Context: an optimization exercise on an open-source flow, tuned for small area, a short achievable clock period and few clock cycles. The choices shown serve that exercise and are no tape-out recipe. Function was checked by simulation only, so behaviour that the tests miss may differ from the original.

==> inputs of v34 <==
## fft_radix2_top
module fft_radix2_top #(
    parameter WIDTH = 16
)(
    input wire clk,
    input wire rst_n,
    input wire start,
    input wire signed [WIDTH*16-1:0] data_in_real,
    input wire signed [WIDTH*16-1:0] data_in_imag,
    output wire signed [WIDTH*16-1:0] data_out_real,
    output wire signed [WIDTH*16-1:0] data_out_imag,
    output wire done,
    output wire valid
);
export LEC_CHECK = 0
export CAP_MARGIN = 20
export CORE_MARGIN = 2
export CORE_UTILIZATION = 40
export SLEW_MARGIN = 20
create_clock -name core_clock -period 20.0 [get_ports {clk}]
run.sh (not shown) runs the stock make flow with config.mk's settings and CLKGATE_MAP_FILE= SYNTH_SCRIPT=/design/flow/synth_recipe.tcl, a recipe that flattens the netlist after the stock synthesis.
==> inputs of v27, as changes to v34 <==
--- a/flow/design.v
+++ b/flow/design.v
@@ -24,27 +24,41 @@
             pp = np;
         end
     end
     assign G = gg;
     assign P = pp;
 endmodule
 module complex_adder #(
-    parameter SUB = 0
+    parameter SUB = 0,
+    parameter FAST = 1
 )(
     input  [15:0] a,
     input  [15:0] b,
     output [15:0] y
 );
     wire [15:0] bb = SUB ? ~b : b;
-    wire [15:0] g = a & bb;
-    wire [15:0] p = a ^ bb;
-    wire [15:0] G, P;
-    prefix_net #(.N(16)) pn (.g(g), .p(p), .G(G), .P(P));
-    wire [15:0] c = SUB ? ({G[14:0], 1'b0} | {P[14:0], 1'b1}) : {G[14:0], 1'b0};
-    wire [15:0] s = p ^ c;
+    wire [15:0] s;
+    genvar i;
+    generate
+        if (FAST) begin : pf
+            wire [15:0] g = a & bb;
+            wire [15:0] p = a ^ bb;
+            wire [15:0] G, P;
+            prefix_net #(.N(16)) pn (.g(g), .p(p), .G(G), .P(P));
+            wire [15:0] c = SUB ? ({G[14:0], 1'b0} | {P[14:0], 1'b1}) : {G[14:0], 1'b0};
+            assign s = p ^ c;
+        end else begin : rc
+            wire [16:0] c;
+            assign c[0] = SUB ? 1'b1 : 1'b0;
+            for (i = 0; i < 16; i = i + 1) begin : fa
+                assign s[i] = a[i] ^ bb[i] ^ c[i];
+                assign c[i+1] = (a[i] & bb[i]) | (a[i] & c[i]) | (bb[i] & c[i]);
+            end
+        end
+    endgenerate
     wire ovf = (a[15] == bb[15]) & (s[15] != a[15]);
     assign y = ovf ? {a[15], {15{~a[15]}}} : s;
 endmodule
 module exact_addsub #(
     parameter SUB = 0
 )(
     input  [15:0] a,
@@ -57,36 +71,61 @@
     wire [16:0] p = aa ^ bb;
     wire [16:0] G, P;
     prefix_net #(.N(17)) pn (.g(g), .p(p), .G(G), .P(P));
     wire [16:0] c = SUB ? ({G[15:0], 1'b0} | {P[15:0], 1'b1}) : {G[15:0], 1'b0};
     assign y = p ^ c;
 endmodule
 module complex_subtractor #(
-    parameter HI = 32766
+    parameter HI = 32766,
+    parameter FAST = 1
 )(
     input  [15:0] a,
     input  [15:0] b,
     output [15:0] y
 );
     wire [15:0] bb = ~b;
-    wire [15:0] g = a & bb;
-    wire [15:0] p = a ^ bb;
-    wire [15:0] G, P;
-    prefix_net #(.N(16)) pn (.g(g), .p(p), .G(G), .P(P));
-    wire [16:0] c0 = {G, 1'b0};           
-    wire [16:0] c1 = {G | P, 1'b1};       
-    wire u16 = p[15] ^ c0[16];            
-    wire u15 = p[15] ^ c0[15];
-    wire t16 = p[15] ^ c1[16];
-    wire t15 = p[15] ^ c1[15];
-    wire [15:0] c = u16 ? c1[15:0] : c0[15:0];
-    wire [15:0] r = p ^ c;
-    wire cpos = ~t16 & t15;               
-    wire cneg = u16 & ~u15;               
-    assign y = cpos ? HI[15:0] : cneg ? 16'h8001 : r;
+    wire [15:0] r;
+    wire cpos, cneg;
+    genvar i;
+    generate
+        if (FAST) begin : pf
+            wire [15:0] g = a & bb;
+            wire [15:0] p = a ^ bb;
+            wire [15:0] G, P;
+            prefix_net #(.N(16)) pn (.g(g), .p(p), .G(G), .P(P));
+            wire [16:0] c0 = {G, 1'b0};           
+            wire [16:0] c1 = {G | P, 1'b1};       
+            wire u16 = p[15] ^ c0[16];            
+            wire u15 = p[15] ^ c0[15];
+            wire t16 = p[15] ^ c1[16];
+            wire t15 = p[15] ^ c1[15];
+            wire [15:0] c = u16 ? c1[15:0] : c0[15:0];
+            assign r = p ^ c;
+            assign cpos = ~t16 & t15;             
+            assign cneg = u16 & ~u15;             
+        end else begin : rc
+            wire [16:0] c;
+            wire [15:0] u;
+            assign c[0] = 1'b0;
+            for (i = 0; i < 16; i = i + 1) begin : fa
+                assign u[i] = a[i] ^ bb[i] ^ c[i];
+                assign c[i+1] = (a[i] & bb[i]) | (a[i] & c[i]) | (bb[i] & c[i]);
+            end
+            wire u16 = a[15] ^ bb[15] ^ c[16];    
+            wire [15:0] ones;                     
+            assign ones[0] = 1'b1;
+            for (i = 1; i < 16; i = i + 1) begin : an
+                assign ones[i] = ones[i-1] & u[i-1];
+            end
+            assign r = u ^ (ones & {16{u16}});
+            assign cpos = ~u16 & (u[15] | (&u[14:0]));    
+            assign cneg = u16 & ~u[15];                   
+        end
+    endgenerate
+    assign y = (cpos | cneg) ? (cpos ? HI[15:0] : 16'h8001) : r;
 endmodule
 module complex_multiplier #(
     parameter K = 1
 )(
     input  [16:0] xr,
     input  [16:0] xi,
     output [15:0] yr,
@@ -5000,25 +5039,28 @@
             localparam integer A = (P == 0) ? g :
                                    (P == 1) ? ((g < 4) ? g : g + 4) :
                                    (P == 2) ? ((g % 2) + 4 * (g / 2)) : 2 * g;
             localparam integer B = A + ((P == 0) ? 8 : (P == 1) ? 4 : (P == 2) ? 2 : 1);
             localparam integer K = (P == 0) ? g :
                                    (P == 1) ? 2 * (g % 4) :
                                    (P == 2) ? ((g % 2) ? 4 : 0) : 0;
+            localparam integer FY = !((P == 0 && g % 2 == 0) || (P == 1 && g == 4) ||
+                                      (P == 2 && g != 5 && g != 7));
+            localparam integer FD = !((P == 1 && g == 4) || (P == 2 && g != 5 && g != 7));
             if (FRONT == 0) begin : back
                 assign vout_real[16*g +: 16] = vin_real[16*g +: 16];
                 assign vout_imag[16*g +: 16] = vin_imag[16*g +: 16];
                 butterfly_back #(.K(K), .PRE(PRE)) u (
                     .d_real(din_real[17*g +: 17]), .d_imag(din_imag[17*g +: 17]),
                     .y1_real(vout_real[16*(g+8) +: 16]), .y1_imag(vout_imag[16*(g+8) +: 16]));
                 assign dout_real[17*g +: 17] = 17'd0;
                 assign dout_imag[17*g +: 17] = 17'd0;
             end else begin : front
                 wire [16:0] dr, di;
-                butterfly_radix2 #(.K(K), .PRE(PRE)) u (
+                butterfly_radix2 #(.K(K), .PRE(PRE), .FAST_Y0(FY), .FAST_D(FD)) u (
                     .x0_real(vin_real[16*A +: 16]), .x0_imag(vin_imag[16*A +: 16]),
                     .x1_real(vin_real[16*B +: 16]), .x1_imag(vin_imag[16*B +: 16]),
                     .y0_real(vout_real[16*g +: 16]), .y0_imag(vout_imag[16*g +: 16]),
                     .d_real(dr), .d_imag(di));
                 if (FRONT == 1) begin : only
                     assign vout_real[16*(g+8) +: 16] = 16'd0;
                     assign vout_imag[16*(g+8) +: 16] = 16'd0;
@@ -5033,38 +5075,40 @@
                 end
             end
         end
     endgenerate
 endmodule
 module butterfly_radix2 #(
     parameter K = 0,
-    parameter PRE = 0
+    parameter PRE = 0,
+    parameter FAST_Y0 = 1,      
+    parameter FAST_D = 1        
 )(
     input  [15:0] x0_real,
     input  [15:0] x0_imag,
     input  [15:0] x1_real,
     input  [15:0] x1_imag,
     output [15:0] y0_real,
     output [15:0] y0_imag,
     output [16:0] d_real,
     output [16:0] d_imag
 );
-    complex_adder #(.SUB(0)) add_r (.a(x0_real), .b(x1_real), .y(y0_real));
-    complex_adder #(.SUB(0)) add_i (.a(x0_imag), .b(x1_imag), .y(y0_imag));
+    complex_adder #(.SUB(0), .FAST(FAST_Y0)) add_r (.a(x0_real), .b(x1_real), .y(y0_real));
+    complex_adder #(.SUB(0), .FAST(FAST_Y0)) add_i (.a(x0_imag), .b(x1_imag), .y(y0_imag));
     wire [15:0] dr, di;
     generate
         if (K == 0) begin : k0
-            complex_subtractor #(.HI(32766)) sr (.a(x0_real), .b(x1_real), .y(dr));
-            complex_subtractor #(.HI(32766)) si (.a(x0_imag), .b(x1_imag), .y(di));
+            complex_subtractor #(.HI(32766), .FAST(FAST_D)) sr (.a(x0_real), .b(x1_real), .y(dr));
+            complex_subtractor #(.HI(32766), .FAST(FAST_D)) si (.a(x0_imag), .b(x1_imag), .y(di));
         end else if (K == 4) begin : k4
-            complex_subtractor #(.HI(32766)) sr (.a(x0_imag), .b(x1_imag), .y(dr));
-            complex_subtractor #(.HI(32767)) si (.a(x1_real), .b(x0_real), .y(di));
+            complex_subtractor #(.HI(32766), .FAST(FAST_D)) sr (.a(x0_imag), .b(x1_imag), .y(dr));
+            complex_subtractor #(.HI(32767), .FAST(FAST_D)) si (.a(x1_real), .b(x0_real), .y(di));
         end else begin : kx
-            complex_adder #(.SUB(1)) sr (.a(x0_real), .b(x1_real), .y(dr));
-            complex_adder #(.SUB(1)) si (.a(x0_imag), .b(x1_imag), .y(di));
+            complex_adder #(.SUB(1), .FAST(FAST_D)) sr (.a(x0_real), .b(x1_real), .y(dr));
+            complex_adder #(.SUB(1), .FAST(FAST_D)) si (.a(x0_imag), .b(x1_imag), .y(di));
         end
         if ((K == 2 || K == 6) && PRE) begin : pre
             exact_addsub #(.SUB(0)) ps (.a(dr), .b(di), .y(d_real));
             exact_addsub #(.SUB(1)) pt (.a(di), .b(dr), .y(d_imag));
         end else begin : nopre
             assign d_real = {dr[15], dr};
             assign d_imag = {di[15], di};
@@ -5131,17 +5175,39 @@
     wire [135:0] er, ei;
     twiddle_rom_radix2 #(.P(0), .FRONT(2)) pass0 (
         .vin_real(data_in_real), .vin_imag(data_in_imag), .din_real(136'd0), .din_imag(136'd0),
         .vout_real(p0r), .vout_imag(p0i), .dout_real(nr), .dout_imag(ni));
     twiddle_rom_radix2 #(.P(1), .FRONT(1), .PRE(PRE)) pass1f (
         .vin_real(p0r), .vin_imag(p0i), .din_real(136'd0), .din_imag(136'd0),
         .vout_real(f1r), .vout_imag(f1i), .dout_real(d1r), .dout_imag(d1i));
-    register_bank #(.W(528)) mid (.clk(clk),
-        .d({d1i, d1r, f1i[127:0], f1r[127:0]}),
-        .q({ei, er, qi, qr}));
+    localparam LWR = PRE ? 132 : 128;
+    localparam LWI = PRE ? 128 : 128;
+    wire [LWR-1:0] lr, mr;
+    wire [LWI-1:0] li, mi;
+    genvar g;
+    generate
+        for (g = 0; g < 8; g = g + 1) begin : lane
+            if (PRE && (g % 2)) begin : st
+                localparam integer O = 16 * g + g / 2;
+                assign lr[O +: 17] = d1r[17*g +: 17];
+                assign li[16*g +: 16] = d1i[17*g + 1 +: 16];
+                assign er[17*g +: 17] = mr[O +: 17];
+                assign ei[17*g +: 17] = {mi[16*g +: 16], mr[O]};
+            end else begin : dd
+                localparam integer O = PRE ? 16 * g + g / 2 : 16 * g;
+                assign lr[O +: 16] = d1r[17*g +: 16];
+                assign li[16*g +: 16] = d1i[17*g +: 16];
+                assign er[17*g +: 17] = {mr[O+15], mr[O +: 16]};
+                assign ei[17*g +: 17] = {mi[16*g+15], mi[16*g +: 16]};
+            end
+        end
+    endgenerate
+    register_bank #(.W(256 + LWR + LWI)) mid (.clk(clk),
+        .d({li, lr, f1i[127:0], f1r[127:0]}),
+        .q({mi, mr, qi, qr}));
     twiddle_rom_radix2 #(.P(1), .FRONT(0), .PRE(PRE)) pass1b (
         .vin_real({128'd0, qr}), .vin_imag({128'd0, qi}), .din_real(er), .din_imag(ei),
         .vout_real(b1r), .vout_imag(b1i), .dout_real(), .dout_imag());
     twiddle_rom_radix2 #(.P(2), .FRONT(2)) pass2 (
         .vin_real(b1r), .vin_imag(b1i), .din_real(136'd0), .din_imag(136'd0),
         .vout_real(p2r), .vout_imag(p2i), .dout_real(), .dout_imag());
     twiddle_rom_radix2 #(.P(3), .FRONT(2)) pass3 (
ABC_AREA = 1   (was unset)
SETUP_SLACK_MARGIN = 5   (was unset)
==> summary.txt <==
- Tapcells: slightly below 6000
- Initial antenna violation count: around 120
- Status: finished clean
- Max FO, Critical Path: 5
- GR Util All Layers: between 30% and 40%
- DR pass1 iterations: 9
- Worst setup SP type: flop
- Post-synth top area cell: fa_1
- NonClk Buf Share: roughly 8.6%
- Most frequent cells in the layout: inv_1 (5889), nand2_1 (5092), ha_1 (2510), fa_1 (1952), a21oi_1 (1579)
- Required time of the critical path: 16.00 ns
-- figures above: v27

==> summary.txt <==
- Status: finished clean
- NonClk Buf Share: 6.35%
- Required time of the critical path: just over 20 ns
- GR Util All Layers: 31.7%
- Fmax: approximately 53 MHz
- Post-synth top area cell: ha_1
- Most frequent cells in the layout: inv_1 (3699), ha_1 (3236), a21oi_1 (1834), nor2_1 (1555), o21ai_0 (1538)
- Worst setup SP type: primary input
- DR pass1 iterations: 8
- Initial antenna violation count: 144
- Max FO, Critical Path: 8
-- figures above: v34

Testbench counts of v34, summed over its fixed seeds: cycles 384.
Testbench counts of v27, summed over its fixed seeds: cycles 384.

[afterwards: timing with drivers on the ports]
The flow's constraints put no driver on any port. The routed layouts listed below were extracted and timed again, unchanged, in two steps.
Step 1, drivers: a clkbuf_16 drives clk and a buf_2 each remaining input, both assumed.
Step 2 adds t to the input delays and takes it off the output delays; t is the mean of the earliest and latest rising clock arrival at the registers after step 1. Input paths then give back, and output paths get back, about the clock's delay inside the block.
Three values: no drivers, after step 1, after step 2; two values: the first two.
run	t, ns	setup WS [ns]	hold WS [ns]	worst setup path at the end
v34	0.888	1.049 / 1.142 / 0.254	3.372 / 3.282 / 4.170	input to register
v27	0.831	5.148 / 5.024 / 4.521	3.383 / 3.285 / 4.116	input to register
After both steps every run listed still meets setup and hold. For v34, which loses most, drivers alone change the setup slack by +0.093 ns; drivers and shift together by -0.795 ns.
